This is an optimization exercise on Yosys and OpenROAD, whose aim is small area, a short achievable clock period and few clock cycles per item, not a production implementation. RTL that was checked went through simulation tests only; none was proved equivalent to the original. For runs 1 and 2, only the layout was checked, not whether the RTL still works. Power is estimated from default activity; no workload was simulated.

==> flow/design.v <==
`timescale 100ps / 100ps
`default_nettype none
module BESDPB #(
    parameter DATA_FILE = "",
    parameter ADDRESS_BITWIDTH = 16,
    parameter DATA_BITWIDTH = 32,
    parameter COLUMN_BITWIDTH = 8,
    parameter COLUMN_COUNT = DATA_BITWIDTH / COLUMN_BITWIDTH
) (
    input wire clk,
    input wire [COLUMN_COUNT-1:0] write_enable,
    input wire [ADDRESS_BITWIDTH-1:0] address,
    output wire [DATA_BITWIDTH-1:0] data_out,
    input wire [DATA_BITWIDTH-1:0] data_in
);
  reg [DATA_BITWIDTH-1:0] data[2**ADDRESS_BITWIDTH-1:0];
  assign data_out = data[address];
  always @(posedge clk) begin
    for (int i = 0; i < COLUMN_COUNT; i++) begin
      if (write_enable[i]) begin
        data[address][(i+1)*COLUMN_BITWIDTH-1-:COLUMN_BITWIDTH] <= data_in[(i+1)*COLUMN_BITWIDTH-1-:COLUMN_BITWIDTH];
      end
    end
  end
endmodule
`default_nettype wire
`default_nettype none
module Cache (
    input wire clk,
    input wire rst_n,
    input wire enable,
    input wire [31:0] address,
    output reg [31:0] data_out,
    output reg data_out_ready,
    input wire [31:0] data_in,
    input wire [3:0] write_enable,
    output reg busy,
    output reg br_cmd,
    output reg br_cmd_en,
    output wire [20:0] br_addr,
    output wire [63:0] br_wr_data,
    output wire [7:0] br_data_mask,
    input wire [63:0] br_rd_data,
    input wire br_rd_data_valid
);
  localparam COMMAND_DELAY_INTERVAL = 4'd13;
  reg [63:0] s0, s1, s2, s3;   
  reg [3:0] ph;   
  reg [15:0] tag;   
  reg valid;   
  reg dirty;   
  reg fill;   
  reg ack;   
  reg [7:0] wsel;   
  reg [3:0] cmd_cnt;   
  reg cmd_wait;   
  wire [15:0] a_tag = address[20:5];
  wire [1:0] a_beat = address[4:3];
  wire is_wr = |write_enable;
  wire req = enable && !ack;
  wire tag_eq = tag == a_tag;
  wire tag_hit = valid && tag_eq;
  wire [3:0] ph1 = {ph[2:0], ph[3]};   
  wire [3:0] ph2 = {ph[1:0], ph[3:2]};   
  wire beat_ok = is_wr ? ph2[a_beat] : ph1[a_beat];
  wire next_ok = !fill || br_rd_data_valid;
  wire last_beat = fill && br_rd_data_valid && ph[2];
  wire [63:0] ring_in = fill ? br_rd_data : s0;
  wire [63:0] s3_d;
  generate
    for (genvar b = 0; b < 8; b++) begin : merge
      assign s3_d[b*8+:8] = wsel[b] ? data_in[(b%4)*8+:8] : ring_in[b*8+:8];
    end
  endgenerate
  wire miss = req && !tag_hit && !fill && !cmd_wait;
  wire wb_go = miss && valid && dirty && ph[3];
  wire rd_go = miss && !(valid && dirty);
  wire ack_d = req && (valid || fill) && tag_eq && next_ok && beat_ok;
  always_ff @(posedge clk) begin
    s0 <= s1;
    s1 <= s2;
    s2 <= s3;
    s3 <= s3_d;
    data_out <= address[2] ? s3_d[63:32] : s3_d[31:0];
    br_cmd <= wb_go;
    data_out_ready <= ack_d && !is_wr;
    busy <= !(ack_d && is_wr);
    for (int b = 0; b < 8; b++) wsel[b] <= ack_d && write_enable[b%4] && (address[2] == (b / 4));
    if (rd_go) tag <= a_tag;
    if (rd_go) ph <= 4'b1000;
    else if (next_ok) ph <= ph1;
  end
  always_ff @(posedge clk, negedge rst_n) begin
    if (!rst_n) begin
      valid <= 0;
      dirty <= 0;
      fill <= 0;
      ack <= 0;
      br_cmd_en <= 0;
      cmd_cnt <= 0;
      cmd_wait <= 0;
    end else begin
      br_cmd_en <= wb_go || rd_go;
      if (wb_go || rd_go) begin
        cmd_cnt <= COMMAND_DELAY_INTERVAL;
        cmd_wait <= 1;
      end else if (cmd_wait) begin
        cmd_cnt <= cmd_cnt - 4'd1;
        cmd_wait <= cmd_cnt != 4'd1;
      end
      if (wb_go) dirty <= 0;
      if (ack && is_wr) dirty <= 1;
      if (rd_go) begin
        valid <= 0;
        fill <= 1;
      end
      if (last_beat) begin
        fill <= 0;
        valid <= 1;
      end
      ack <= ack_d;
    end
  end
  assign br_addr = {tag, 5'b0};
  assign br_wr_data = s3;
  assign br_data_mask = 8'b0;
endmodule
`default_nettype wire
==> flow/flow/run.sh <==
#!/bin/bash
# Standard layout, with plain buffers (instead of the default delay buffers) on the ports
# and the given repair targets.
set -euo pipefail
export BUFFER_PORTS_ARGS="-buffer_cell sky130_fd_sc_hd__buf_1"
bash standard.sh SETUP_SLACK_MARGIN=7.0 finish > standard_flow.log 2>&1
==> flow/standard.sh <==
#!/bin/bash
# synth_recipe.tcl (not shown) runs the flow's synth.tcl, then flattens the netlist and writes it again
# the make line also repeats each setting of config.mk as NAME=value (left out here)
make -C /OpenROAD-flow-scripts/flow DESIGN_CONFIG=/design/flow/config.mk WORK_HOME=/design/flow/orfs CLKGATE_MAP_FILE= SYNTH_SCRIPT=/design/flow/synth_recipe.tcl "${@:-finish}"
==> flow/config.mk <==
export PLATFORM = sky130hd
export DESIGN_NAME = Cache
export DESIGN_NICKNAME = Cache
export VERILOG_FILES = /design/flow/design.v
export SDC_FILE = /design/flow/constraint.sdc
export NUM_CORES = 4
export LEC_CHECK = 0
export CAP_MARGIN = 20
export CORE_MARGIN = 2
export CORE_UTILIZATION = 40
export CTS_CLUSTER_DIAMETER = 60
export CTS_CLUSTER_SIZE = 30
export SLEW_MARGIN = 20
export TNS_END_PERCENT = 0
==> flow/constraint.sdc <==
create_clock -name core_clock -period 10.0 [get_ports {clk}]
set_input_delay 2.0000 -clock core_clock [delete_from_list [all_inputs] [get_ports {clk}]]
set_output_delay 2.0000 -clock core_clock [all_outputs]
set_load 0.01 [all_outputs]
==> results_dict.tcl, run 1 <==
set metrics [dict create \
    status "finished clean" \
    period_share 0.320 \
    num_vias 5508 \
    end_kind "register" \
    p_leak_nw 4.62 \
    grt_pass1_wl_mm 28.6 \
    cp.required_ps 10400 \
    timing.rr.end "busy" \
    grt-ovfl-total 0 \
    core_area_um2 22700 \
    ys_top_cells_by_count "dfxtp_1 (303), nand2_1 (77), mux2i_1 (67)" \
    ys_seq_area_frac 0.733 \
    wl_mm 18.7 \
    setup_tns_ps 0 \
    min_to "s1[30]" \
    power_density_nw_per_um2 350 \
    die-area_um2 24400 \
    arrival_ps 3600 \
    post_drt_wl_per_cell_um 15.0 \
    clk_latency_ps 540 \
    cts.clk_slew.worst_paths_ps 80 \
    max_freq_mhz 313 \
    initial_utilization 0.408 \
    yosysTopAreaCellShare 0.654 \
    slew_headroom 0.510 \
    route.detailed.drc 0 \
    ys_warn_count 1 \
    grt_pass1_vias 5449 \
    netlist_instances 690 \
    clockBufferDepth 3 \
    h-tree-depth 1 \
    antenna_found_initial 1 \
    synth.most_common_cell "dfxtp_1" \
    synth_cell_types 43 \
    avgSynthCellArea_um2 13.4 \
    synth_edf_count 16 \
    synth_area_leaders "dfxtp_1 (65%), mux2i_1 (7.2%), edfxtp_1 (5.2%)" \
    synthArstFlopShare 0.0304 \
    setup_ws_ps 6800 \
    drive_above_1_share 0.126 \
    die_h_um 156 \
    fin_crit_ps 3200 \
    clock_skew_ps 28.9 \
    clkSinkCount 329 \
    hold-path-cell-count 0 \
    cts_root_buf "clkbuf_16" \
    drv_slew 0 \
    place_worst_setup_slack_ps 5980 \
    area_growth_pct 24.7 \
    grt_use_total 0.149 \
    max-cap-violations 0 \
    r2r-start "fill" \
    setup_violations 0 \
    worstMarginPinSlew_ps 735 \
    synth_area_um2 9270 \
    cts_buffers 23 \
    grt_max_degree 41 \
    ant_nets 0 \
    worstRegToRegCells 4 \
    rsz0062_at_grt "true" \
    ys_ff_latch 329 \
    first_pass_iters 4 \
    port-buffer-count 238 \
    hold_path_class "register to register" \
    holdBufCountCts 0 \
    rows 55 \
    fin_nets 1080 \
    min_from "s2[30]" \
    ir_drop_uv 210 \
    io_pins 265 \
    drt-vias-per-instance 4.43 \
    dp_hpwl_mm 12.5 \
    die_x_um 156 \
    r2r_slack_ps 7460 \
    crit_fanout 2 \
    gp_congestion 0.766 \
    path_class "input pin to register" \
    drt_iter0_drc 237 \
    hold_viol_final 0 \
    ys.flop_type "dfxtp_1" \
    crit_path_start_kind "input pin" \
    synth_top_area_cell "dfxtp_1" \
    cts_tree "yes" \
]
## stage by stage
stage                     cell area (µm²)  power [mW]  utilization  hold slack, ps  instances
after floorplan                      9340        2.67            -             310        702
final                               11600        4.04        0.509             326       1244
after CTS                           11400        4.08        0.502             330       1239
after global placement              10400        2.99        0.458             310       1191
after global routing                11600        4.27        0.509             332       1243
after detailed placement            10400        3.00        0.458             312       1191
## repair_timing
action,4_1_cts,5_1_grt
buffers inserted,6,4
gates cloned,1,0
pin swaps,9,14
gates resized for setup,16,27
setup endpoints to repair,154,154
## cell usage in the layout (no fill, tap or decap), types with 3 or more instances in the layout
| cell | instances |
|---|---|
| conb_1 | 13 |
| buf_6 | 5 |
| dfrtp_1 | 9 |
| nor2_1 | 12 |
| inv_12 | 4 |
| mux2i_1 | 67 |
| dfxtp_1 | 303 |
| xor2_1 | 15 |
| inv_1 | 8 |
| nor4_4 | 6 |
| inv_16 | 4 |
| clkbuf_16 | 23 |
| nand2_1 | 77 |
| inv_6 | 3 |
| nor3_2 | 4 |
| buf_1 | 230 |
| a21oi_1 | 4 |
| buf_4 | 9 |
| mux2_2 | 32 |
| o21ai_0 | 64 |
| edfxtp_1 | 16 |
| nor4_2 | 3 |
## worst max-delay path, stage by stage
cell	delay (ps)
buf_6	100
xor2_2	140
nor4_2	260
buf_4	160
nand4_1	130
or3_4	450
or3_1	360
## logic make-up after synthesis
kind of cell    after synthesis  share of synthesized area
mux                         100                      0.112
flops                       329                      0.733
xor+xnor                     20                     0.0197
fa+ha+maj                     2                    0.00270
buf+inv                      44                     0.0262
other cells                   1                   0.000405
simple gates                119                     0.0624
compound gates               75                     0.0431
## power breakdown
group	leakage (nW)	internal, mW	total (mW)	switching [mW]
Combinational	1.39	0.332	0.759	0.427
Clock	0.418	0.510	1.04	0.532
Sequential	2.82	1.98	2.24	0.258
## how the worst max path moves through the flow
stage | from | to | slack [ps]
floorplan | write_enable[2] | busy | 6500
global placement | address[13] | busy | 6010
CTS | write_enable[0] | busy | 6850
detailed placement | address[13] | busy | 5980
global route | address[15] | busy | 6780
finish | address[13] | busy | 6800
## metal layers
metal	vias up	GRT usage	share of wire
met5	-	0	0
met4	0	0.0384	0.017
met3	22	0.0512	0.088
met2	179	0.236	0.44
met1	2502	0.197	0.46
li1	2805	-	-
## registers in the layout (all words and copies together) (netlist names)
name and cells:
s0 64, s1 64, s2 64, s3 64
data_out 32, tag 16, wsel 8, cmd_cnt 4
ph 4, ack 1, br_cmd 1, br_cmd_en 1
busy 1, cmd_wait 1, data_out_ready 1, dirty 1
fill 1, valid 1
## layout make-up
type | count | area (µm²)
multi-input combinational | 330 | 2440
clock inverter | 16 | 270
fill | 2051 | 11200
clock buffer | 25 | 593
sequential | 329 | 6800
antenna | 1 | 2.50
tap | 285 | 357
inverter | 8 | 30.0
timing repair buffer | 250 | 1070
==> run 2: changes to the inputs <==
==> flow/flow/run.sh (replaced) <==
#!/bin/bash
# Standard layout, with plain buffers (instead of the default delay buffers) on the ports
# and the given repair targets.
set -euo pipefail
export BUFFER_PORTS_ARGS="-buffer_cell sky130_fd_sc_hd__buf_1"
bash standard.sh SETUP_SLACK_MARGIN=6.9 finish > standard_flow.log 2>&1
--- a/flow/config.mk
+++ b/flow/config.mk
@@ -11,4 +11,3 @@
 export CTS_CLUSTER_DIAMETER = 60
 export CTS_CLUSTER_SIZE = 30
 export SLEW_MARGIN = 20
-export TNS_END_PERCENT = 0
==> run 2 against run 1 <==
Worst setup slack lost 19 ps. Critical path type unchanged. Final cell count grew 0.64%. Via count grew 3.2%. Highest routed layer unchanged. Total power shrank 1.1%. Register-to-register slack gained 60 ps. Critical endpoint unchanged. Critical path depth shrank 1. Final area grew 0.53%. Count of clock-buffer cells in the layout shrank 4. Die area is the same. Sequential share of layout area shrank 0.31 points. Largest cell class unchanged.
==> results_dict.tcl, run 2 <==
set metrics [dict create \
    antenna-diode-count 0 \
    worstRegToRegCells 4 \
    rsz0062_at_grt "true" \
    hold_slack_ps 316 \
    fin_nets 1092 \
    port-buffer-count 238 \
    holdBufCountCts 0 \
    ys_ff_latch 329 \
    cts.clk_slew.worst_paths_ps 100 \
    h-tree-depth 1 \
    area_growth_pct 25.3 \
    yosysTopAreaCellShare 0.654 \
    top_layer_used "met4" \
    cts_buffers 21 \
    setup_violations 0 \
    fin_crit_ps 3220 \
    cp.required_ps 10410 \
    period_share 0.322 \
    arrival_ps 3620 \
    dr_wl_met2_mm 8.61 \
    drt-vias-per-instance 4.54 \
    antenna_found_initial 0 \
    avgSynthCellArea_um2 13.4 \
    first_pass_iters 4 \
    clock_skew_ps 30.8 \
    clkSinkCount 329 \
    grt_pass1_wl_mm 28.9 \
    hold-path-cell-count 0 \
    ys_warn_count 1 \
    status "finished clean" \
    crit_path_start_kind "input pin" \
    place_worst_setup_slack_ps 5990 \
    synth.most_common_cell "dfxtp_1" \
    synth_area_leaders "dfxtp_1 (65%), mux2i_1 (7.2%), edfxtp_1 (5.2%)" \
    ys.flop_type "dfxtp_1" \
    grt-ovfl-total 0 \
    io_pins 265 \
    grt_pass1_vias 5622 \
    synth_area_um2 9270 \
    wl_met3_mm 1.61 \
    cts_root_buf "clkbuf_16" \
    wl_mm 19.1 \
    end_kind "register" \
    die-area_um2 24400 \
    netlist_instances 690 \
    worstMarginPinSlew_ps 964 \
    synthArstFlopShare 0.0304 \
    min_from "s2[10]" \
    r2r-start "fill" \
    ys_top_cells_by_count "dfxtp_1 (303), nand2_1 (77), mux2i_1 (67)" \
    path_class "input pin to register" \
    synth_top_area_cell "dfxtp_1" \
    clockBufferDepth 3 \
    grt_max_degree 54 \
    final_common_cell "dfxtp_1" \
    p_leak_nw 4.76 \
    max-cap-violations 0 \
    crit_fanout 5 \
    hold_path_class "register to register" \
    setup_ws_ps 6780 \
    finalPower_mw 3.99 \
    wl_met1_mm 8.50 \
    initial_utilization 0.408 \
    cts_tree "yes" \
    num_vias 5687 \
    drive_above_1_share 0.175 \
    ant_nets 0 \
    setup_tns_ps 0 \
    drt_iter0_drc 157 \
    grt_use_total 0.150 \
    slew_headroom 0.357 \
    rows 55 \
    ys_seq_area_frac 0.733 \
    post_drt_wl_per_cell_um 15.2 \
    die_x_um 156 \
    power_density_nw_per_um2 344 \
    max_freq_mhz 311 \
    clk_latency_ps 520 \
    drv_slew 0 \
    r2r_slack_ps 7520 \
    ir_drop_uv 204 \
    gp_congestion 0.747 \
    timing.rr.end "busy" \
    die_h_um 156 \
    min_to "s1[10]" \
    final_cell_mix "dfxtp_1 (303), buf_1 (194), nand2_1 (77)" \
    synth_edf_count 16 \
    synth_cell_types 43 \
    core_area_um2 22700 \
    hold_viol_final 0 \
    dp_hpwl_mm 12.7 \
    route.detailed.drc 0 \
]
==> run 2: cell types whose count changed in the layout (fill, tap and decap cells not counted), sizes merged <==
cell and delta:
buf -17, bufinv -1, clkbuf +27, clkinv +5, diode -1, inv -5
==> run 2: timing repair <==
item | in CTS | in global routing
pin swaps | 12 | 4
gates resized for setup | 26 | 46
hold endpoints to repair | 0 | 0
endpoints found under the setup margin | 49 | 50
cloned | 1 | 0
buffers inserted | 15 | 9
==> run 2: layout make-up <==
type                    count  area (µm²)
multi-input cells         330        2440
well taps                 285         357
repair buffers            264        1210
fillers                  2076       11100
clock buffers              21         526
inverters                   8        30.0
clock inverters            15         255
flip-flops and latches    329        6800
==> run 2: worst max path at each step <==
stage	to	cells past startpoint	start	slack [ps]
after floorplan	busy	5	write_enable[2]	6500
after global placement	busy	6	address[8]	5990
after detailed placement	busy	6	address[12]	5990
after CTS	busy	6	write_enable[1]	6820
after global routing	busy	6	write_enable[1]	6780
final	busy	6	write_enable[1]	6780
==> run 2: cell families (layout without fill, tap and decap cells) <==
logic type,after synthesis,in the layout,synth area share
DFF,329,329,0.733
AOI/OAI and AO/OA,75,76,0.0431
buffers and inverters,44,308,0.0262
muxes,100,100,0.112
and+or+nand+nor,119,119,0.0624
other,1,13,0.000405
adders and majority gates,2,2,0.00270
xor gates and xnor gates,20,20,0.0197
==> run 2: per-stage QoR <==
step           cell area [µm²]  utilization  cells
2_1_floorplan             9350            -    702
3_3_place_gp             10400        0.458   1191
3_5_place_dp             10400        0.458   1191
4_1_cts                  11400        0.504   1243
5_1_grt                  11600        0.512   1252
6_report                 11600        0.512   1252
==> run 2: report_power, final <==
part	switching, mW	leakage [nW]	internal, mW
clock	0.518	0.372	0.439
sequential	0.239	2.82	1.98
combinational	0.453	1.57	0.364
total	1.21	4.76	2.78
==> run 2: worst max-delay path, stage by stage <==
cell and delay, ps:
buf_8 100, or4_4 570, xnor2_4 190, a221oi_2 70
mux2_4 340, or3_1 350
==> run 2: metal layers <==
| layer | up-vias | GRT usage |
|---|---|---|
| met5 | - | 0 |
| met4 | 0 | 0.0319 |
| met3 | 22 | 0.0521 |
| met2 | 180 | 0.247 |
| met1 | 2659 | 0.192 |
| li1 | 2826 | - |
==> run 3: changes to the inputs <==
--- a/flow/design.v
+++ b/flow/design.v
@@ -43,7 +43,7 @@
     input wire [63:0] br_rd_data,
     input wire br_rd_data_valid
 );
-  localparam COMMAND_DELAY_INTERVAL = 4'd13;
+  localparam COMMAND_DELAY_INTERVAL = 4'd12;
   reg [63:0] s0, s1, s2, s3;   
   reg [3:0] ph;   
   reg [15:0] tag;   
@@ -54,12 +54,13 @@
   reg [7:0] wsel;   
   reg [3:0] cmd_cnt;   
   reg cmd_wait;   
+  reg eq;   
+  reg live;   
   wire [15:0] a_tag = address[20:5];
   wire [1:0] a_beat = address[4:3];
   wire is_wr = |write_enable;
   wire req = enable && !ack;
   wire tag_eq = tag == a_tag;
-  wire tag_hit = valid && tag_eq;
   wire [3:0] ph1 = {ph[2:0], ph[3]};   
   wire [3:0] ph2 = {ph[1:0], ph[3:2]};   
   wire beat_ok = is_wr ? ph2[a_beat] : ph1[a_beat];
@@ -72,10 +73,13 @@
       assign s3_d[b*8+:8] = wsel[b] ? data_in[(b%4)*8+:8] : ring_in[b*8+:8];
     end
   endgenerate
-  wire miss = req && !tag_hit && !fill && !cmd_wait;
-  wire wb_go = miss && valid && dirty && ph[3];
-  wire rd_go = miss && !(valid && dirty);
-  wire ack_d = req && (valid || fill) && tag_eq && next_ok && beat_ok;
+  wire can_cmd = req && !fill && !br_cmd_en && !cmd_wait;
+  wire tag_ld = can_cmd && !(valid && dirty);
+  wire rd_go = tag_ld && !(valid && tag_eq);
+  wire wb_go = can_cmd && valid && dirty && !tag_eq && ph[3];
+  wire rd_cmd = br_cmd_en && !br_cmd;   
+  wire wb_cmd = br_cmd_en && br_cmd;   
+  wire ack_d = req && live && eq && (valid || fill) && next_ok && beat_ok;
   always_ff @(posedge clk) begin
     s0 <= s1;
     s1 <= s2;
@@ -83,12 +87,13 @@
     s3 <= s3_d;
     data_out <= address[2] ? s3_d[63:32] : s3_d[31:0];
     br_cmd <= wb_go;
+    if (tag_ld) tag <= a_tag;
+    eq <= tag_eq;
+    if (rd_cmd) ph <= 4'b1000;
+    else if (next_ok) ph <= ph1;
     data_out_ready <= ack_d && !is_wr;
     busy <= !(ack_d && is_wr);
     for (int b = 0; b < 8; b++) wsel[b] <= ack_d && write_enable[b%4] && (address[2] == (b / 4));
-    if (rd_go) tag <= a_tag;
-    if (rd_go) ph <= 4'b1000;
-    else if (next_ok) ph <= ph1;
   end
   always_ff @(posedge clk, negedge rst_n) begin
     if (!rst_n) begin
@@ -96,29 +101,28 @@
       dirty <= 0;
       fill <= 0;
       ack <= 0;
+      live <= 0;
       br_cmd_en <= 0;
       cmd_cnt <= 0;
       cmd_wait <= 0;
     end else begin
       br_cmd_en <= wb_go || rd_go;
-      if (wb_go || rd_go) begin
+      if (br_cmd_en) begin
         cmd_cnt <= COMMAND_DELAY_INTERVAL;
         cmd_wait <= 1;
       end else if (cmd_wait) begin
         cmd_cnt <= cmd_cnt - 4'd1;
         cmd_wait <= cmd_cnt != 4'd1;
       end
-      if (wb_go) dirty <= 0;
+      if (wb_cmd) dirty <= 0;
       if (ack && is_wr) dirty <= 1;
-      if (rd_go) begin
-        valid <= 0;
-        fill <= 1;
-      end
+      if (rd_cmd) fill <= 1;
       if (last_beat) begin
         fill <= 0;
         valid <= 1;
       end
       ack <= ack_d;
+      live <= req && !ack_d;
     end
   end
   assign br_addr = {tag, 5'b0};
==> flow/flow/run.sh (replaced) <==
#!/bin/bash
# Standard layout, with plain buffers (instead of the default delay buffers) on the ports
# and the given repair targets.
set -euo pipefail
export BUFFER_PORTS_ARGS="-buffer_cell sky130_fd_sc_hd__buf_1"
bash standard.sh  finish > standard_flow.log 2>&1
==> run 3 against run 2 <==
Die area rose by 0.67%. Via count fell by 3.5%. Sequential share of layout area rose by 1.7 points. Final area fell by 2.2%. Worst setup slack got worse by 6.6 ps. Area after synthesis rose by 0.69%. Total power fell by 4.2%. Final cell count rose by 0.72%. Critical path depth fell by 5. Clock power rose by 9%. Synthesized cell count fell by 0.43%. Critical path type is now register to output port. Largest cell class unchanged. Largest power group unchanged.
==> results_dict.tcl, run 3 <==
set metrics [dict create \
    route.detailed.drc 0 \
    synth_top_area_cell "dfxtp_1" \
    crit_fanout 9 \
    path_class "register to output port" \
    status "finished clean" \
    rows 55 \
    cts_root_buf "clkbuf_16" \
    final_cell_mix "dfxtp_1 (304), buf_1 (237), nand2_1 (72)" \
    hold-path-cell-count 0 \
    ys_top_cells_by_count "dfxtp_1 (304), nand2_1 (72), mux2i_1 (67)" \
    setup_violations 0 \
    grt_pass1_vias 5375 \
    max_freq_mhz 310 \
    drv_slew 0 \
    synth_edf_count 16 \
    holdBufCountCts 0 \
    synthArstFlopShare 0.0332 \
    synth_area_leaders "dfxtp_1 (65%), mux2i_1 (7.2%), edfxtp_1 (5.1%)" \
    yosysTopAreaCellShare 0.652 \
    drt-vias-per-instance 4.35 \
    internal-power_mw 2.71 \
    fin_crit_ps 3220 \
    r2r-start "fill" \
    max_stage_delay_ps 480 \
    cp.depth 1 \
    multiInputGateArea_um2 2330 \
    r2r_slack_ps 7420 \
    arrival_ps 1220 \
    period_share 0.322 \
    initial_utilization 0.410 \
    path_buf_inv 1 \
    p_leak_nw 4.48 \
    cp.required_ps 8000 \
    antenna_found_initial 1 \
    first_pass_iters 4 \
    clockBufferDepth 3 \
    io_pins 265 \
    grt-ovfl-total 0 \
    power_density_nw_per_um2 337 \
    ys.flop_type "dfxtp_1" \
    wl_mm 18.4 \
    core_area_um2 22800 \
    p_sw_mw 1.12 \
    final_common_cell "dfxtp_1" \
    ys_ff_latch 331 \
    area_growth_pct 21.7 \
    grt_max_degree 41 \
    cts_buffers 23 \
    hold_path_class "register to register" \
    die-area_um2 24600 \
    ir_drop_uv 183 \
    slew_headroom 0.543 \
    post-cts-setup-buffers 0 \
    h-tree-depth 1 \
    end_kind "output port" \
    combPwrFrac 0.170 \
    path_cells "buf_1" \
    fin_nets 1068 \
    grt_use_total 0.145 \
    cts_tree "yes" \
    gp_congestion 0.746 \
    ant_nets 0 \
    worstRegToRegCells 5 \
    worstMarginPinSlew_ps 686 \
    crit_path_start_kind "register" \
    clock_skew_ps 17.6 \
    ys_seq_area_frac 0.733 \
    setup_tns_ps 0 \
    rsz0062_at_grt "false" \
    crit_family "flip-flops" \
    max-cap-violations 0 \
    die_x_um 157 \
    min_to "s0[23]" \
    synth.most_common_cell "dfxtp_1" \
    min_from "s1[23]" \
    drive_above_1_share 0.0908 \
    port-buffer-count 238 \
    post_drt_wl_per_cell_um 14.6 \
    netlist_instances 687 \
    die_h_um 157 \
    drt_iter0_drc 175 \
    sw_frac_of_total 0.292 \
    synth_cell_types 45 \
    power_frac_clock 0.272 \
    cts.clk_slew.worst_paths_ps 100 \
    dp_hpwl_mm 12.7 \
    avgSynthCellArea_um2 13.6 \
    num-fill-cells 2077 \
    grt_pass1_wl_mm 28.1 \
    clk_latency_ps 540 \
    regArea_um2 6850 \
    cp_slowest_cell "dfrtp_1" \
    clkSinkCount 331 \
    ys_warn_count 1 \
    seqPwrFrac 0.558 \
    hold_viol_final 0 \
    synth_area_um2 9330 \
    post_cts_resize_count 0 \
    finalPower_mw 3.82 \
    num_vias 5488 \
    timing.rr.end "data_out_ready" \
]
==> run 3: cell types whose count changed after synthesis, sizes merged, moves of 5 or more <==
| cell | previous run | this run |
|---|---|---|
| xor2 | 17 | 0 |
| xnor2 | 3 | 19 |
| a21oi | 5 | 12 |
| nor2 | 12 | 5 |
| nor4 | 9 | 2 |
| inv | 8 | 2 |
| nand2b | 1 | 7 |
| nand2 | 77 | 72 |
==> run 3: metrics by stage <==
stage | util | worst slack [ps] | cell area (µm²) | hold slack [ps] | cells
floorplan | - | 6260 | 9380 | 310 | 699
global placement | 0.461 | 6580 | 10500 | 310 | 1218
detailed placement | 0.461 | 6570 | 10500 | 312 | 1218
CTS | 0.499 | 6750 | 11400 | 319 | 1260
global route | 0.499 | 6710 | 11400 | 316 | 1260
finish | 0.499 | 6780 | 11400 | 315 | 1261
==> run 3: cell type report <==
type,count,share of cell area
clock inverters,16,0.0235
well taps,313,0.0345
clock buffers,26,0.0525
multi-input cells,331,0.205
inverters,2,0.000661
repair buffers,241,0.0807
flip-flops and latches,331,0.603
diodes,1,0.000220
==> run 3: worst max-delay path by stage <==
stage	slack (ps)	to	startpoint
2_1_floorplan	6260	tag[0]	enable
3_3_place_gp	6580	wsel[4]	write_enable[1]
3_5_place_dp	6570	data_out_ready	write_enable[1]
4_1_cts	6750	br_cmd_en	br_cmd_en
5_1_grt	6710	br_cmd_en	br_cmd_en
6_report	6780	br_cmd_en	br_cmd_en
==> run 3: power by group through the flow <==
| stage | logic, mW | registers [mW] | clock network (mW) |
|---|---|---|---|
| finish | 0.649 | 2.13 | 1.04 |
| CTS | 0.664 | 2.14 | 1.08 |
| floorplan | 0.362 | 2.17 | 0 |
| global placement | 0.660 | 2.15 | 0 |
| detailed placement | 0.659 | 2.17 | 0 |
| global route | 0.719 | 2.20 | 1.13 |
==> run 3: logic make-up after synthesis <==
group,after synthesis,share of synthesized area
mux,99,0.110
xor+xnor,19,0.0186
fa+ha+maj,2,0.00268
compound gates,88,0.0552
simple gates,110,0.0575
flops,331,0.733
other cells,1,0.000402
buf+inv,37,0.0221
==> run 3: metal layers <==
metal  global-route usage  vias up  share of wire
met2                0.237      137           0.46
li1                     -     2791              -
met5                    0        -              0
met1                0.192     2541           0.45
met4               0.0345        0          0.016
met3               0.0402       19          0.070
Testbench counts of run 3, summed over its fixed seeds: cycles 246,345, transactions 16,000.
==> run 4: changes to the inputs <==
==> flow/flow/run.sh (replaced) <==
#!/bin/bash
# Standard layout, with plain buffers (instead of the default delay buffers) on the ports
# and the given repair targets.
set -euo pipefail
export BUFFER_PORTS_ARGS="-buffer_cell sky130_fd_sc_hd__buf_1"
bash standard.sh SETUP_SLACK_MARGIN=7.2 finish > standard_flow.log 2>&1
--- a/flow/config.mk
+++ b/flow/config.mk
@@ -11,3 +11,4 @@
 export CTS_CLUSTER_DIAMETER = 60
 export CTS_CLUSTER_SIZE = 30
 export SLEW_MARGIN = 20
+export TNS_END_PERCENT = 0
==> run 4 against run 3 <==
Wire length up 0.96%. Register-to-register slack about the same. Global-route usage down 0.053 points. Via count up 1.5%. Combinational power up 3%. Fmax up 3.9%. Clock skew up 11 ps. First-iteration DRC count up 5.7%. Count of clock-buffer cells in the layout down 6. Sequential cell count unchanged.
==> results_dict.tcl, run 4 <==
set metrics [dict create \
    io_pins 265 \
    cp.depth 1 \
    fin_nets 1074 \
    max_stage_delay_ps 440 \
    max_freq_mhz 322 \
    path_buf_inv 1 \
    clockBufferDepth 3 \
    die_h_um 157 \
    cp_slowest_cell "edfxtp_1" \
    grt_use_total 0.145 \
    first_pass_iters 5 \
    antenna-diode-count 0 \
    drt_iter0_drc 185 \
    ys_warn_count 1 \
    cts_root_buf "clkbuf_16" \
    ir_drop_uv 195 \
    synth_cell_types 45 \
    max-cap-violations 0 \
    route.detailed.drc 0 \
    rsz0062_at_grt "true" \
    path_class "register to output port" \
    netlist_instances 687 \
    grt_max_degree 45 \
    grt_pass1_wl_mm 27.9 \
    ys_top_cells_by_count "dfxtp_1 (304), nand2_1 (72), mux2i_1 (67)" \
    antenna_found_initial 0 \
    cts.clk_slew.worst_paths_ps 100 \
    initial_utilization 0.410 \
    worstRegToRegCells 5 \
    combPwrFrac 0.179 \
    gp_congestion 0.752 \
    clk_latency_ps 530 \
    arrival_ps 1100 \
    cp.required_ps 8000 \
    seqPwrFrac 0.569 \
    status "finished clean" \
    core_area_um2 22800 \
    cts_buffers 20 \
    synth_top_area_cell "dfxtp_1" \
    hold-path-cell-count 0 \
    synth_area_leaders "dfxtp_1 (65%), mux2i_1 (7.2%), edfxtp_1 (5.1%)" \
    die_x_um 157 \
    internal-power_mw 2.64 \
    port-buffer-count 238 \
    synth.most_common_cell "dfxtp_1" \
    clkSinkCount 331 \
    die-area_um2 24600 \
    ys_seq_area_frac 0.733 \
    avgSynthCellArea_um2 13.6 \
    post_drt_wl_per_cell_um 14.7 \
    p_leak_nw 4.47 \
    sw_frac_of_total 0.293 \
    cts_tree "yes" \
    drive_above_1_share 0.100 \
    power_frac_clock 0.252 \
    hold_path_class "register to register" \
    ant_nets 0 \
    p_sw_mw 1.09 \
    period_share 0.310 \
    num-fill-cells 2058 \
    fin_crit_ps 3100 \
    setup_ws_ps 6900 \
    dp_hpwl_mm 12.9 \
    power_density_nw_per_um2 330 \
    drt-vias-per-instance 4.41 \
    setup_tns_ps 0 \
    rows 55 \
    num_vias 5571 \
    ys_ff_latch 331 \
    h-tree-depth 1 \
    grt_pass1_vias 5249 \
    final_cell_mix "dfxtp_1 (304), buf_1 (236), nand2_1 (72)" \
    synth_area_um2 9330 \
    crit_fanout 2 \
    slew_headroom 0.469 \
    clock_skew_ps 29.0 \
    wl_mm 18.6 \
    hold_slack_ps 315 \
    ys.flop_type "dfxtp_1" \
    final_common_cell "dfxtp_1" \
    grt-ovfl-total 0 \
    path_cells "clkbuf_2" \
    area_growth_pct 21.4 \
    synth_edf_count 16 \
    hold_viol_final 0 \
    end_kind "output port" \
    drv_slew 0 \
    crit_path_start_kind "register" \
    place_worst_setup_slack_ps 6520 \
    yosysTopAreaCellShare 0.652 \
    crit_family "flip-flops" \
    setup_violations 0 \
    worstMarginPinSlew_ps 796 \
    synthArstFlopShare 0.0332 \
]
run 4: cells by family (layout without fill, tap and decap cells):
logic type | count (synthesis) | in the layout | synth area share
multiplexers | 99 | 99 | 0.110
other | 1 | 13 | 0.000402
AND/OR/NAND/NOR | 110 | 110 | 0.0575
flip-flops | 331 | 331 | 0.733
XOR/XNOR | 19 | 19 | 0.0186
buffers and inverters | 37 | 288 | 0.0221
AO/OA/AOI/OAI | 88 | 88 | 0.0552
adder cells (fa/ha/maj) | 2 | 2 | 0.00268
run 4: worst paths after layout:
| kind | start | to | slack, ps |
|---|---|---|---|
| setup / recovery | tag[10] | br_addr[15] | 6900 |
| hold / removal | s1[30] | s0[30] | 310 |
| setup reg to reg | fill | wsel[6] | 7410 |
| hold reg to reg | s1[30] | s0[30] | 310 |
| max in group asynchronous | rst_n | fill | 8020 |
| min in group asynchronous | rst_n | cmd_wait | 1480 |
run 4: repair_timing:
action / 4_1_cts / 5_1_grt
pin swaps: 0 / 0
endpoints found under the setup margin: 142 / 145
resized for setup: 1 / 1
setup buffers: 5 / 5
hold buffers: 0 / 0
run 4: area by class of cell:
type	count	area [µm²]	share of cell area
inverters	2	7.51	0.000662
flip-flops and latches	331	6850	0.604
multi-input cells	331	2350	0.207
clock inverters	16	255	0.0225
repair buffers	250	986	0.0870
well taps	313	392	0.0346
clock buffers	20	500	0.0442
run 4: metrics by stage:
stage	instances	instance area (µm²)	utilization	power (mW)
6_report	1263	11300	0.498	3.74
4_1_cts	1258	11300	0.496	3.78
5_1_grt	1263	11300	0.498	3.94
3_3_place_gp	1217	10500	0.461	2.81
2_1_floorplan	699	9390	-	2.54
3_5_place_dp	1217	10500	0.461	2.83
run 4: power groups by stage:
stage / Combinational, mW / Sequential, mW / Clock, mW
2_1_floorplan: 0.364 / 2.17 / 0
4_1_cts: 0.679 / 2.14 / 0.970
3_3_place_gp: 0.669 / 2.14 / 0
3_5_place_dp: 0.669 / 2.16 / 0
6_report: 0.667 / 2.13 / 0.943
5_1_grt: 0.738 / 2.19 / 1.02
run 4: layer usage:
layer,track usage,routed length (µm),vias up
met5,0,0,-
met4,0.0419,488,0
met1,0.191,8330,2573
li1,-,-,2814
met3,0.0360,1190,29
met2,0.236,8560,155
==> run 5: changes to the inputs <==
==> flow/flow/run.sh (replaced) <==
#!/bin/bash
# Standard layout, with plain buffers (instead of the default delay buffers) on the ports
# and the given repair targets.
set -euo pipefail
export BUFFER_PORTS_ARGS="-buffer_cell sky130_fd_sc_hd__buf_1"
bash standard.sh SETUP_SLACK_MARGIN=7.0 finish > standard_flow.log 2>&1
==> run 5 against run 4 <==
Wire length stayed put. Critical endpoint unchanged. Global-route usage stayed put. Worst setup slack stayed put. Area after synthesis stayed put. Synthesized cell count stayed put. Final area stayed put. Highest routed layer unchanged. Register-to-register slack hardly changed. First-iteration DRC count stayed put.
==> results_dict.tcl, run 5 <==
set metrics [dict create \
    status "finished clean" \
    wl_mm 18.6 \
    power_density_nw_per_um2 330 \
    ant_nets 0 \
    first_pass_iters 5 \
    max_freq_mhz 322 \
    final_common_cell "dfxtp_1" \
    clkSinkCount 331 \
    initial_utilization 0.410 \
    netlist_instances 687 \
    die-area_um2 24600 \
    path_class "register to output port" \
    port-buffer-count 238 \
    drv_slew 0 \
    ys.flop_type "dfxtp_1" \
    num_vias 5571 \
    grt_pass1_wl_mm 27.9 \
    area_growth_pct 21.4 \
    hold_path_class "register to register" \
    clock_skew_ps 29.0 \
    slew_headroom 0.469 \
    fin_crit_ps 3100 \
    drt-vias-per-instance 4.41 \
    post_drt_wl_per_cell_um 14.7 \
    fin_nets 1074 \
    h-tree-depth 1 \
    antenna_found_initial 0 \
    final_cell_mix "dfxtp_1 (304), buf_1 (236), nand2_1 (72)" \
    grt_pass1_vias 5249 \
    arrival_ps 1100 \
    crit_fanout 2 \
    synth_edf_count 16 \
    stdcell_area_um2 11300 \
    holdBufCountCts 0 \
    rsz0062_at_grt "true" \
    synth_area_um2 9330 \
    synth.most_common_cell "dfxtp_1" \
    cp_slowest_cell "edfxtp_1" \
    ys_warn_count 1 \
    cts_root_buf "clkbuf_16" \
    final_util 0.498 \
    period_share 0.310 \
    worstMarginPinSlew_ps 796 \
    synthArstFlopShare 0.0332 \
    path_buf_inv 1 \
    clk_latency_ps 530 \
    rows 55 \
    path_cells "clkbuf_2" \
    synth_area_leaders "dfxtp_1 (65%), mux2i_1 (7.2%), edfxtp_1 (5.1%)" \
    end_kind "output port" \
    dp.cells 1217 \
    finalNonFillerCells 1263 \
    drt_iter0_drc 185 \
    synth_cell_types 45 \
    avgSynthCellArea_um2 13.6 \
    core_area_um2 22800 \
    setup_violations 0 \
    max-cap-violations 0 \
    route.detailed.drc 0 \
    dp_hpwl_mm 12.9 \
    cp.required_ps 8000 \
    drive_above_1_share 0.100 \
    crit_path_start_kind "register" \
    antenna-diode-count 0 \
    ir_drop_uv 195 \
    cts.clk_slew.worst_paths_ps 100 \
    die_x_um 157 \
    p_leak_nw 4.47 \
    grt_use_total 0.145 \
    synth_top_area_cell "dfxtp_1" \
    hold_viol_final 0 \
    grt-ovfl-total 0 \
    setup_tns_ps 0 \
    clockBufferDepth 3 \
    cts_buffers 20 \
    io_pins 265 \
    ys_top_cells_by_count "dfxtp_1 (304), nand2_1 (72), mux2i_1 (67)" \
    ys_seq_area_frac 0.733 \
    dpl_cell_area_um2 10500 \
    crit_family "flip-flops" \
    gp_congestion 0.752 \
    max_stage_delay_ps 440 \
    grt_max_degree 45 \
    yosysTopAreaCellShare 0.652 \
    cts_tree "yes" \
    die_h_um 157 \
    ys_ff_latch 331 \
]
## run 5: metrics by stage
stage / setup slack [ps] / power (mW) / hold slack (ps)
global placement: 6510 / 2.81 / 310
CTS: 6880 / 3.78 / 318
global route: 6860 / 3.94 / 315
floorplan: 6790 / 2.54 / 310
finish: 6900 / 3.74 / 315
detailed placement: 6520 / 2.83 / 312
## run 5: repair_timing
| action | CTS | global route |
|---|---|---|
| gates resized for setup | 1 | 1 |
| endpoints found under the hold margin | 0 | 0 |
| pin swaps | 0 | 0 |
| endpoints found under the setup margin | 114 | 123 |
| buffers inserted | 5 | 5 |
## run 5: power breakdown
group	switching, mW	internal, mW	leakage, nW
Combinational	0.375	0.292	1.28
Sequential	0.215	1.91	2.83
Clock	0.503	0.439	0.360
Total	1.09	2.64	4.47
## run 5: worst paths after layout
| kind | from | endpoint | slack (ps) | cells after the start |
|---|---|---|---|---|
| worst max register to register | fill | wsel[6] | 7410 | 5 |
| worst max-delay path | tag[10] | br_addr[15] | 6900 | 1 |
| min in group asynchronous | rst_n | cmd_wait | 1480 | 1 |
| worst min register to register | s1[30] | s0[30] | 310 | 0 |
| max in group asynchronous | rst_n | fill | 8020 | 1 |
| worst min-delay path | s1[30] | s0[30] | 310 | 0 |
## run 5: cells by family (layout without fill, tap and decap cells)
| family | after synthesis | after routing | synth area share |
|---|---|---|---|
| XOR/XNOR | 19 | 19 | 0.0186 |
| other | 1 | 13 | 0.000402 |
| flip-flops | 331 | 331 | 0.733 |
| multiplexers | 99 | 99 | 0.110 |
| AND/OR/NAND/NOR | 110 | 110 | 0.0575 |
| adder cells (fa/ha/maj) | 2 | 2 | 0.00268 |
| AO/OA/AOI/OAI | 88 | 88 | 0.0552 |
| buffers and inverters | 37 | 288 | 0.0221 |
## run 5: final cells by class
cell class                 instances  area, µm²
inverter                           2       7.51
sequential                       331       6850
clock buffer                      20        500
fill                            2058      11400
multi-input combinational        331       2350
tap                              313        392
timing repair buffer             250        986
clock inverter                    16        255
## run 5: layer usage
layer  track usage  up-vias  part of all wire
met5             0        -                 0
met4        0.0419        0             0.026
met3        0.0360       29             0.064
met2         0.236      155              0.46
met1         0.191     2573              0.45
li1              -     2814                 -
==> run 6: changes to the inputs <==
--- a/flow/design.v
+++ b/flow/design.v
@@ -89,6 +89,8 @@
     br_cmd <= wb_go;
     if (tag_ld) tag <= a_tag;
     eq <= tag_eq;
+    if (br_cmd_en) cmd_cnt <= COMMAND_DELAY_INTERVAL;
+    else if (cmd_wait) cmd_cnt <= cmd_cnt - 4'd1;
     if (rd_cmd) ph <= 4'b1000;
     else if (next_ok) ph <= ph1;
     data_out_ready <= ack_d && !is_wr;
@@ -103,17 +105,11 @@
       ack <= 0;
       live <= 0;
       br_cmd_en <= 0;
-      cmd_cnt <= 0;
       cmd_wait <= 0;
     end else begin
       br_cmd_en <= wb_go || rd_go;
-      if (br_cmd_en) begin
-        cmd_cnt <= COMMAND_DELAY_INTERVAL;
-        cmd_wait <= 1;
-      end else if (cmd_wait) begin
-        cmd_cnt <= cmd_cnt - 4'd1;
-        cmd_wait <= cmd_cnt != 4'd1;
-      end
+      if (br_cmd_en) cmd_wait <= 1;
+      else if (cmd_wait) cmd_wait <= cmd_cnt != 4'd1;
       if (wb_cmd) dirty <= 0;
       if (ack && is_wr) dirty <= 1;
       if (rd_cmd) fill <= 1;
==> run 6 against run 5 <==
Still clean. Wire length shrank 0.95%. Sequential share of layout area shrank 0.22 points. Global-route usage grew 0.24 points. Die area shrank 0.20%. Area after synthesis shrank 0.21%. Total power grew 0.97%. First-iteration DRC count grew 24%. Via count shrank 1.7%. Clock skew shrank 12 ps. Sequential power is essentially flat. Non-clock buffer count shrank 3. Critical endpoint is now br_addr[17]. Largest power group unchanged. Highest routed layer unchanged.
==> results_dict.tcl, run 6 <==
set metrics [dict create \
    port-buffer-count 238 \
    final_cell_mix "dfxtp_1 (308), buf_1 (235), nand2_1 (72)" \
    drt_iter0_drc 230 \
    final_util 0.498 \
    clkSinkCount 331 \
    drive_above_1_share 0.100 \
    synth.most_common_cell "dfxtp_1" \
    setup_tns_ps 0 \
    arrival_ps 1110 \
    period_share 0.311 \
    fin_crit_ps 3110 \
    cts.clk_slew.worst_paths_ps 90 \
    fin_nets 1073 \
    antenna_found_initial 0 \
    hold_path_class "register to register" \
    max-cap-violations 0 \
    cts_buffers 22 \
    gp_congestion 0.757 \
    initial_utilization 0.409 \
    avgSynthCellArea_um2 13.6 \
    num_vias 5478 \
    ys_top_cells_by_count "dfxtp_1 (308), nand2_1 (72), mux2i_1 (67)" \
    synth_area_leaders "dfxtp_1 (66%), mux2i_1 (7.2%), edfxtp_1 (5.2%)" \
    die_h_um 157 \
    post_drt_wl_per_cell_um 14.6 \
    cts_root_buf "clkbuf_16" \
    final_common_cell "dfxtp_1" \
    num-fill-cells 2059 \
    max_stage_delay_ps 430 \
    synth_cell_types 45 \
    cp_slowest_cell "edfxtp_1" \
    path_buf_inv 1 \
    wl_mm 18.4 \
    synth_top_area_cell "dfxtp_1" \
    slew_headroom 0.530 \
    ys.flop_type "dfxtp_1" \
    clk_latency_ps 530 \
    die-area_um2 24500 \
    ir_drop_uv 147 \
    holdBufCountCts 0 \
    dp_hpwl_mm 12.7 \
    end_kind "output port" \
    ant_nets 0 \
    ys_seq_area_frac 0.732 \
    grt_pass1_wl_mm 28.4 \
    yosysTopAreaCellShare 0.662 \
    cts_tree "yes" \
    hold_slack_ps 319 \
    setup_violations 0 \
    drt-vias-per-instance 4.34 \
    synth_edf_count 16 \
    rows 55 \
    route.detailed.drc 0 \
    die_x_um 157 \
    first_pass_iters 4 \
    grt_use_total 0.147 \
    clock_skew_ps 17.2 \
    path_cells "buf_1" \
    max_freq_mhz 322 \
    area_growth_pct 21.8 \
    status "finished clean" \
    drv_slew 0 \
    antenna-diode-count 0 \
    cp.required_ps 8000 \
    grt-ovfl-total 0 \
    synthArstFlopShare 0.0211 \
    synth_area_um2 9310 \
    path_class "register to output port" \
    ys_ff_latch 331 \
    crit_family "flip-flops" \
    hold_viol_final 0 \
    io_pins 265 \
    crit_path_start_kind "register" \
    h-tree-depth 1 \
    rsz0062_at_grt "true" \
    clockBufferDepth 3 \
    power_density_nw_per_um2 333 \
    crit_fanout 2 \
    grt_pass1_vias 5298 \
    grt_max_degree 41 \
    core_area_um2 22800 \
    netlist_instances 687 \
    ys_warn_count 1 \
    worstMarginPinSlew_ps 706 \
    p_leak_nw 4.47 \
]
-- run 6: cells by family after synthesis --
| logic type | after synthesis | share of synthesized area |
|---|---|---|
| adders and majority gates | 2 | 0.00269 |
| xor gates and xnor gates | 19 | 0.0187 |
| other | 1 | 0.000403 |
| DFF | 331 | 0.732 |
| and+or+nand+nor | 110 | 0.0576 |
| buffers and inverters | 37 | 0.0222 |
| muxes | 99 | 0.111 |
| AOI/OAI and AO/OA | 88 | 0.0553 |
-- run 6: layout make-up --
type | count | area [µm²] | share of cell area
clock inverter | 15 | 240 | 0.0212
timing repair buffer | 247 | 965 | 0.0851
clock buffer | 23 | 564 | 0.0498
tap | 313 | 392 | 0.0345
sequential | 331 | 6830 | 0.602
inverter | 2 | 7.51 | 0.000662
multi-input combinational | 331 | 2350 | 0.207
-- run 6: metal layers --
| metal | part of all wire | track usage | vias to the layer above |
|---|---|---|---|
| li1 | - | - | 2815 |
| met1 | 0.46 | 0.194 | 2494 |
| met2 | 0.46 | 0.239 | 148 |
| met3 | 0.067 | 0.0399 | 21 |
| met4 | 0.016 | 0.0411 | 0 |
| met5 | 0 | 0 | - |
-- run 6: per-stage QoR --
stage | total power, mW | instance area [µm²] | cells | setup slack [ps]
detailed placement | 2.83 | 10500 | 1217 | 6490
global placement | 2.81 | 10500 | 1217 | 6510
global route | 4.00 | 11300 | 1262 | 6850
finish | 3.77 | 11300 | 1262 | 6890
floorplan | 2.54 | 9370 | 699 | 6790
CTS | 3.83 | 11300 | 1256 | 6860
-- run 6: timing repair --
action,CTS,global route
setup buffers,1,6
cloned,0,0
endpoints found under the setup margin,115,127
gates resized for setup,1,2
endpoints found under the hold margin,0,0
-- run 6: worst paths after layout --
| kind | start | end | slack [ps] | cells after the start |
|---|---|---|---|---|
| worst max-delay path | tag[12] | br_addr[17] | 6890 | 1 |
| worst min-delay path | s2[59] | s1[59] | 320 | 0 |
| worst max register to register | fill | data_out[4] | 7690 | 4 |
| worst min register to register | s2[59] | s1[59] | 320 | 0 |
| max in group asynchronous | rst_n | fill | 8330 | 1 |
| min in group asynchronous | rst_n | live | 1350 | 1 |
-- run 6: where the power goes --
group,switching (mW),internal [mW],total [mW],leakage [nW]
clock network,0.521,0.462,0.983,0.388
registers,0.225,1.91,2.14,2.82
logic,0.363,0.290,0.654,1.27
Testbench counts of run 6, summed over its fixed seeds: cycles 246,345, transactions 16,000.
==> run 7: changes to the inputs <==
--- a/flow/config.mk
+++ b/flow/config.mk
@@ -9,6 +9,6 @@
 export CORE_MARGIN = 2
 export CORE_UTILIZATION = 40
 export CTS_CLUSTER_DIAMETER = 60
-export CTS_CLUSTER_SIZE = 30
+export CTS_CLUSTER_SIZE = 40
 export SLEW_MARGIN = 20
 export TNS_END_PERCENT = 0
==> run 7 against run 6 <==
Worst setup slack about the same. Sequential cell count unchanged. Combinational power about the same. Clock power up 8%. Register-to-register slack about the same. Sequential power about the same. First-iteration DRC count up 2.6%. Largest cell class unchanged.
==> results_dict.tcl, run 7 <==
set metrics [dict create \
    status "finished clean" \
    netlist_instances 687 \
    grt_pass1_wl_mm 28.5 \
    place_worst_setup_slack_ps 6490 \
    rows 55 \
    io_pins 265 \
    drive_above_1_share 0.103 \
    arrival_ps 1110 \
    area_growth_pct 22.6 \
    hold_slack_ps 319 \
    path_buf_inv 1 \
    drt-vias-per-instance 4.35 \
    ys.flop_type "dfxtp_1" \
    cp.required_ps 8000 \
    wl_mm 18.5 \
    ys_seq_area_frac 0.732 \
    grt-ovfl-total 0 \
    synth_cell_types 45 \
    synth_mux_area_frac 0.111 \
    regArea_um2 6830 \
    post_drt_wl_per_cell_um 14.6 \
    synth_adder_area_share 0.00269 \
    core_area_um2 22800 \
    yosysTopAreaCellShare 0.662 \
    synth_top_family_by_area "multiplexers" \
    clockBufferDepth 3 \
    first_pass_iters 4 \
    worstMarginPinSlew_ps 705 \
    crit_family "flip-flops" \
    ys_top_cells_by_count "dfxtp_1 (308), nand2_1 (72), mux2i_1 (67)" \
    synthSimpleGateAreaFrac 0.0576 \
    multiInputGateArea_um2 2350 \
    dpl_cell_area_um2 10500 \
    antenna_found_initial 0 \
    setup_ws_ps 6890 \
    cts_buffers 22 \
    holdBufCountCts 0 \
    clk_latency_ps 540 \
    setup_tns_ps 0 \
    grt_pass1_vias 5325 \
    cp_slowest_cell "edfxtp_1" \
    drv_slew 0 \
    synth_compound_area_frac 0.0553 \
    gp_congestion 0.757 \
    crit_path_start_kind "register" \
    num-fill-cells 2047 \
    r2r_slack_ps 7690 \
    die_x_um 157 \
    die_h_um 157 \
    port-buffer-count 238 \
    initial_utilization 0.409 \
    ys_warn_count 1 \
    synth_area_um2 9310 \
    setup_violations 0 \
    path_cells "buf_1" \
    stdcell_area_um2 11400 \
    drt_iter0_drc 236 \
    synthArstFlopShare 0.0211 \
    ir_drop_uv 147 \
    die-area_um2 24500 \
    h-tree-depth 1 \
    cts_tree "yes" \
    synth_edf_count 16 \
    final_common_cell "dfxtp_1" \
    cts.clk_slew.worst_paths_ps 90 \
    fin_nets 1073 \
    worstRegToRegCells 4 \
    cts_root_buf "clkbuf_16" \
    synth_top_area_cell "dfxtp_1" \
    clkSinkCount 331 \
    antenna-diode-count 0 \
    hold-path-cell-count 0 \
    clock_skew_ps 19.2 \
    ys_ff_latch 331 \
    fin_crit_ps 3110 \
    max-cap-violations 0 \
    route.detailed.drc 0 \
    grt_max_degree 41 \
    path_class "register to output port" \
    synth_xor_area_frac 0.0187 \
    final_cell_mix "dfxtp_1 (308), buf_1 (234), nand2_1 (72)" \
    crit_fanout 2 \
    grt_use_total 0.148 \
    slew_headroom 0.530 \
    period_share 0.311 \
    power_density_nw_per_um2 337 \
    avgSynthCellArea_um2 13.6 \
    max_stage_delay_ps 430 \
    num_vias 5500 \
    synth_area_leaders "dfxtp_1 (66%), mux2i_1 (7.2%), edfxtp_1 (5.2%)" \
    end_kind "output port" \
    cp.depth 1 \
    synth.most_common_cell "dfxtp_1" \
    ant_nets 0 \
    max_freq_mhz 322 \
    hold_viol_final 0 \
    hold_path_class "register to register" \
    p_leak_nw 4.51 \
    rsz0062_at_grt "true" \
    dp_hpwl_mm 12.7 \
]
run 7: cell count changes in the layout (fill, tap and decap cells not counted), sizes merged:
cell / change
clkbuf: +1
buf: -1
inv: -1
clkinv: +1
bufinv: +2
run 7: report_power, final:
part	internal, mW	switching (mW)
sequential	1.91	0.225
combinational	0.291	0.363
clock	0.519	0.536
run 7: final cells by class:
cell class / instances / share of cell area
sequential: 331 / 0.598
multi-input combinational: 331 / 0.205
timing repair buffer: 247 / 0.0846
clock buffer: 23 / 0.0494
tap: 313 / 0.0343
clock inverter: 17 / 0.0280
inverter: 2 / 0.000657
run 7: path summary, 6_finish.rpt:
kind | endpoint | startpoint
max | br_addr[17] | tag[12]
min | s1[59] | s2[59]
max reg2reg | data_out[4] | fill
min reg2reg | s1[59] | s2[59]
max in group asynchronous | fill | rst_n
min in group asynchronous | live | rst_n
run 7: routing by layer:
layer	vias to the layer above	global-route usage	routed length [µm]
li1	2814	-	-
met1	2509	0.194	8390
met2	152	0.239	8470
met3	25	0.0399	1240
met4	0	0.0446	363
met5	-	0	0
run 7: cell families (layout without fill, tap and decap cells):
group	after synthesis	count (layout)
flip-flops	331	331
multiplexers	99	99
buffers and inverters	37	289
AND/OR/NAND/NOR	110	110
AO/OA/AOI/OAI	88	88
XOR/XNOR	19	19
other	1	13
adder cells (fa/ha/maj)	2	2
run 7: per-stage QoR:
| stage | total power [mW] | util | instances |
|---|---|---|---|
| after floorplan | 2.54 | - | 699 |
| after global placement | 2.81 | 0.460 | 1217 |
| after detailed placement | 2.83 | 0.460 | 1217 |
| after CTS | 3.90 | 0.499 | 1258 |
| after global routing | 4.07 | 0.501 | 1264 |
| final | 3.85 | 0.501 | 1264 |
run 7: repair_timing:
item | 4_1_cts | 5_1_grt
endpoints found under the setup margin | 116 | 127
pin swaps | 0 | 0
gates resized for setup | 1 | 3
setup buffers | 1 | 6
==> run 8: changes to the inputs <==
--- a/flow/config.mk
+++ b/flow/config.mk
@@ -8,7 +8,7 @@
 export CAP_MARGIN = 20
 export CORE_MARGIN = 2
 export CORE_UTILIZATION = 40
-export CTS_CLUSTER_DIAMETER = 60
-export CTS_CLUSTER_SIZE = 40
+export CTS_CLUSTER_DIAMETER = 80
+export CTS_CLUSTER_SIZE = 36
 export SLEW_MARGIN = 20
 export TNS_END_PERCENT = 0
==> run 8 against run 7 <==
Hold slack improved by 6.5 ps. Critical path depth did not move. Sequential cell count did not move. Final cell count fell by 1.4%.
==> results_dict.tcl, run 8 <==
set metrics [dict create \
    cts_tree "yes" \
    num-fill-cells 2089 \
    grt_max_degree 41 \
    clkSinkCount 331 \
    cp_slowest_cell "edfxtp_1" \
    synth.most_common_cell "dfxtp_1" \
    cp.required_ps 8000 \
    power_density_nw_per_um2 318 \
    first_pass_iters 4 \
    hold_path_class "register to register" \
    drt-vias-per-instance 4.33 \
    path_buf_inv 1 \
    drive_above_1_share 0.0836 \
    io_pins 265 \
    ys_top_cells_by_count "dfxtp_1 (308), nand2_1 (72), mux2i_1 (67)" \
    fin_crit_ps 3070 \
    crit_path_start_kind "register" \
    period_share 0.307 \
    route.detailed.drc 0 \
    post_drt_wl_per_cell_um 14.5 \
    cp.depth 1 \
    ys_seq_area_frac 0.732 \
    cts_buffers 14 \
    ys_warn_count 1 \
    grt_use_total 0.144 \
    crit_start "tag[15]" \
    antenna-diode-count 0 \
    synth_edf_count 16 \
    final_cell_mix "dfxtp_1 (308), buf_1 (235), nand2_1 (72)" \
    clockBufferDepth 3 \
    synth_area_um2 9310 \
    synth_area_leaders "dfxtp_1 (66%), mux2i_1 (7.2%), edfxtp_1 (5.2%)" \
    max_freq_mhz 326 \
    setup_violations 0 \
    cp-endpoint "br_addr[20]" \
    clock_skew_ps 24.3 \
    dp.cells 1217 \
    initial_utilization 0.409 \
    status "finished clean" \
    die_x_um 157 \
    drt_iter0_drc 185 \
    setup_tns_ps 0 \
    max_stage_delay_ps 430 \
    finalNonFillerCells 1246 \
    grt_pass1_vias 5224 \
    synth_cell_types 45 \
    drv_slew 0 \
    synthArstFlopShare 0.0211 \
    die-area_um2 24500 \
    grt_pass1_wl_mm 27.9 \
    ant_nets 0 \
    hold_viol_final 0 \
    ys_ff_latch 331 \
    holdBufCountCts 0 \
    cts_root_buf "clkbuf_16" \
    core_area_um2 22800 \
    r2r_slack_ps 7690 \
    num_vias 5391 \
    final_util 0.483 \
    ir_drop_uv 161 \
    synth_top_area_cell "dfxtp_1" \
    final_common_cell "dfxtp_1" \
    slew_headroom 0.528 \
    worstRegToRegCells 4 \
    h-tree-depth 1 \
    arrival_ps 1070 \
    ys.flop_type "dfxtp_1" \
    end_kind "output port" \
    area_growth_pct 18.1 \
    crit_fanout 2 \
    gp_congestion 0.757 \
    path_cells "clkbuf_2" \
    wl_mm 18.1 \
    antenna_found_initial 0 \
    fin_nets 1065 \
    timing.rr.end "data_out[4]" \
    avgSynthCellArea_um2 13.6 \
    finalPower_mw 3.49 \
    die_h_um 157 \
    rsz0062_at_grt "true" \
    worstMarginPinSlew_ps 708 \
    r2r-start "fill" \
    dp_hpwl_mm 12.7 \
    path_class "register to output port" \
    max-cap-violations 0 \
    p_leak_nw 4.31 \
    hold_slack_ps 326 \
    rows 55 \
    port-buffer-count 238 \
    hold-path-cell-count 0 \
    crit_family "flip-flops" \
    clk_latency_ps 500 \
    yosysTopAreaCellShare 0.662 \
    cts.clk_slew.worst_paths_ps 120 \
    netlist_instances 687 \
    grt-ovfl-total 0 \
]
[run 8: layout make-up]
cell class / instances / area [µm²] / share of cell area
Clock buffer: 16 / 379 / 0.0345
Clock inverter: 6 / 82.6 / 0.00751
Inverter: 2 / 7.51 / 0.000683
Multi-Input combinational cell: 331 / 2350 / 0.213
Sequential cell: 331 / 6830 / 0.621
Tap cell: 313 / 392 / 0.0356
Timing Repair Buffer: 247 / 965 / 0.0877
[run 8: power by group]
| part | switching [mW] | internal (mW) | leakage [nW] |
|---|---|---|---|
| sequential | 0.223 | 1.91 | 2.82 |
| combinational | 0.363 | 0.291 | 1.27 |
| clock | 0.412 | 0.293 | 0.223 |
[run 8: worst min path at each step]
stage,from,end,slack [ps]
6_report,s1[63],s0[63],330
3_3_place_gp,s2[24],s1[24],310
4_1_cts,s1[27],s0[27],330
3_5_place_dp,s1[5],s0[5],310
2_1_floorplan,s1[0],s0[0],310
5_1_grt,s2[52],s1[52],330
[run 8: logic make-up after synthesis]
kind of cell	Yosys count	share of synthesized area
AO/OA/AOI/OAI	88	0.0553
XOR/XNOR	19	0.0187
adder cells (fa/ha/maj)	2	0.00269
buffers and inverters	37	0.0222
flip-flops	331	0.732
multiplexers	99	0.111
other	1	0.000403
AND/OR/NAND/NOR	110	0.0576
[run 8: layer usage]
| layer | track usage | share of wire |
|---|---|---|
| met1 | 0.189 | 0.45 |
| met5 | 0 | 0 |
| met4 | 0.0332 | 0.020 |
| met3 | 0.0396 | 0.063 |
| met2 | 0.239 | 0.46 |
[run 8: timing repair]
item | 4_1_cts | 5_1_grt
resized for setup | 2 | 1
gates cloned | 0 | 0
endpoints found under the setup margin | 104 | 136
setup buffers | 1 | 6
[run 8: stage by stage]
step,cell area [µm²],setup WS (ps)
after global routing,11000,6870
final,11000,6930
after detailed placement,10500,6490
after floorplan,9370,6790
after global placement,10500,6510
after CTS,11000,6890
==> run 9: changes to the inputs <==
==> flow/flow/run.sh (replaced) <==
#!/bin/bash
# Standard layout, with plain buffers (instead of the default delay buffers) on the ports
# and the given repair targets.
set -euo pipefail
export BUFFER_PORTS_ARGS="-buffer_cell sky130_fd_sc_hd__buf_1"
bash standard.sh SETUP_SLACK_MARGIN=6.9 finish > standard_flow.log 2>&1
--- a/flow/config.mk
+++ b/flow/config.mk
@@ -8,7 +8,7 @@
 export CAP_MARGIN = 20
 export CORE_MARGIN = 2
 export CORE_UTILIZATION = 40
-export CTS_CLUSTER_DIAMETER = 80
-export CTS_CLUSTER_SIZE = 36
+export CTS_CLUSTER_DIAMETER = 100
+export CTS_CLUSTER_SIZE = 33
 export SLEW_MARGIN = 20
 export TNS_END_PERCENT = 0
==> run 9 against run 8 <==
Final area shrank 0.75%. Register-to-register slack lost 20 ps. Largest cell class unchanged. Largest power group unchanged. Synthesized cell count is the same. Fmax shrank 0.54%. Core utilization shrank 0.36 points. Wire length grew 0.25%. Count of clock-buffer cells in the layout grew 1. Area after synthesis is the same. Clock power shrank 5.4%. Highest routed layer unchanged. Hold slack lost 38 ps. Still clean on timing, DRC and antenna.
==> results_dict.tcl, run 9 <==
set metrics [dict create \
    cp_slowest_cell "edfxtp_1" \
    grt-ovfl-total 0 \
    clkSinkCount 331 \
    area_growth_pct 17.2 \
    ys.flop_type "dfxtp_1" \
    post_drt_wl_per_cell_um 14.6 \
    drv_slew 0 \
    cts_root_buf "clkbuf_16" \
    clock_skew_ps 36.0 \
    max_stage_delay_ps 430 \
    gp_congestion 0.757 \
    die_h_um 157 \
    crit_fanout 2 \
    ys_ff_latch 331 \
    arrival_ps 1090 \
    antenna-diode-count 0 \
    die_x_um 157 \
    cp.depth 1 \
    synth_cell_types 45 \
    rsz0062_at_grt "true" \
    hold_viol_final 0 \
    grt_max_degree 41 \
    hold_path_class "register to register" \
    end_kind "output port" \
    dp_hpwl_mm 12.7 \
    r2r_slack_ps 7670 \
    timing.rr.end "data_out[4]" \
    grt_use_total 0.145 \
    drt-vias-per-instance 4.37 \
    crit_path_start_kind "register" \
    r2r-start "fill" \
    period_share 0.309 \
    final_cell_mix "dfxtp_1 (308), buf_1 (236), nand2_1 (72)" \
    h-tree-depth 1 \
    synth.most_common_cell "dfxtp_1" \
    rows 55 \
    yosysTopAreaCellShare 0.662 \
    ys_warn_count 1 \
    ys_seq_area_frac 0.732 \
    synthArstFlopShare 0.0211 \
    route.detailed.drc 0 \
    synth_area_um2 9310 \
    cp.required_ps 8000 \
    setup_tns_ps 0 \
    ir_drop_uv 194 \
    ys_top_cells_by_count "dfxtp_1 (308), nand2_1 (72), mux2i_1 (67)" \
    max_freq_mhz 324 \
    die-area_um2 24500 \
    cts.clk_slew.worst_paths_ps 120 \
    wl_mm 18.1 \
    drive_above_1_share 0.0735 \
    port-buffer-count 238 \
    ant_nets 0 \
    clockBufferDepth 3 \
    grt_pass1_vias 5222 \
    cp-endpoint "br_addr[15]" \
    path_buf_inv 1 \
    crit_start "tag[10]" \
    place_worst_setup_slack_ps 6490 \
    path_cells "buf_1" \
    worstMarginPinSlew_ps 709 \
    num_vias 5408 \
    drt_iter0_drc 197 \
    final_common_cell "dfxtp_1" \
    avgSynthCellArea_um2 13.6 \
    worstRegToRegCells 4 \
    slew_headroom 0.527 \
    num-fill-cells 2098 \
    crit_family "flip-flops" \
    grt_pass1_wl_mm 28.0 \
    antenna_found_initial 0 \
    fin_crit_ps 3090 \
    synth_area_leaders "dfxtp_1 (66%), mux2i_1 (7.2%), edfxtp_1 (5.2%)" \
    first_pass_iters 4 \
    p_leak_nw 4.26 \
    synth_edf_count 16 \
    power_density_nw_per_um2 316 \
    synth_top_area_cell "dfxtp_1" \
    holdBufCountCts 0 \
    fin_nets 1060 \
    setup_violations 0 \
    netlist_instances 687 \
    initial_utilization 0.409 \
    clk_latency_ps 490 \
    cts_buffers 14 \
    core_area_um2 22800 \
    cts_tree "yes" \
    io_pins 265 \
    setup_ws_ps 6910 \
    max-cap-violations 0 \
    path_class "register to output port" \
    status "finished clean" \
]
## run 9: cell count changes in the layout (fill, tap and decap cells not counted), sizes merged
cell / before / now
buf: 245 / 240
inv: 5 / 2
clkinv: 3 / 2
clkbuf: 18 / 19
## run 9: worst reg2reg max path, cell delays in order (launching register included)
cell     delay [ps]
dfrtp_4         820
buf_4           690
mux2i_1         320
o21ai_0         120
mux2_2          290
## run 9: power by group
part | internal [mW] | leakage [nW] | switching, mW
Clock | 0.282 | 0.203 | 0.386
Combinational | 0.288 | 1.24 | 0.362
Sequential | 1.91 | 2.82 | 0.225
## run 9: worst min-delay path by stage
stage	endpoint	from	cells past startpoint	slack, ps
after CTS	s1[59]	s2[59]	0	290
final	s1[59]	s2[59]	0	290
after floorplan	s0[0]	s1[0]	0	310
after global routing	s1[59]	s2[59]	0	280
after detailed placement	s0[5]	s1[5]	0	310
after global placement	s1[24]	s2[24]	0	310
## run 9: kinds of logic (layout without fill, tap and decap cells)
logic type / Yosys count / after routing / synth area share
compound gates: 88 / 88 / 0.0553
xor+xnor: 19 / 19 / 0.0187
fa+ha+maj: 2 / 2 / 0.00269
buf+inv: 37 / 263 / 0.0222
flops: 331 / 331 / 0.732
mux: 99 / 99 / 0.111
other cells: 1 / 13 / 0.000403
simple gates: 110 / 110 / 0.0576
## run 9: what timing repair did
item / CTS / global route
setup buffers: 1 / 1
resized for setup: 1 / 1
pin swaps: 0 / 0
setup endpoints to repair: 7 / 25
## run 9: stage by stage
stage | power [mW] | utilization | std cells | instance area [µm²] | hold WS, ps
after global routing | 3.67 | 0.479 | 1238 | 10900 | 284
after CTS | 3.51 | 0.479 | 1237 | 10900 | 286
after detailed placement | 2.83 | 0.460 | 1217 | 10500 | 312
final | 3.45 | 0.479 | 1238 | 10900 | 288
after global placement | 2.81 | 0.460 | 1217 | 10500 | 309
after floorplan | 2.54 | - | 699 | 9370 | 310
## run 9: final cells by class
type                    count  area [µm²]  share of cell area
clock buffers              17         383              0.0351
clock inverters             2        35.0             0.00321
inverters                   2        7.51            0.000688
multi-input cells         331        2350               0.215
flip-flops and latches    331        6830               0.625
well taps                 313         392              0.0359
repair buffers            242         926              0.0848
## run 9: per-layer routing
metal / global-route usage / part of all wire
met5: 0 / 0
met4: 0.0358 / 0.019
met3: 0.0393 / 0.064
met2: 0.237 / 0.46
met1: 0.192 / 0.46

Re-timed with assumed drivers on the ports (clkbuf_16 on the clock, buf_2 on other inputs), run 9 has 6.868 ns of setup slack against 6.912 ns with ideal ports, and 6.482 ns once port delays also move by the mid clock arrival of 0.522 ns.
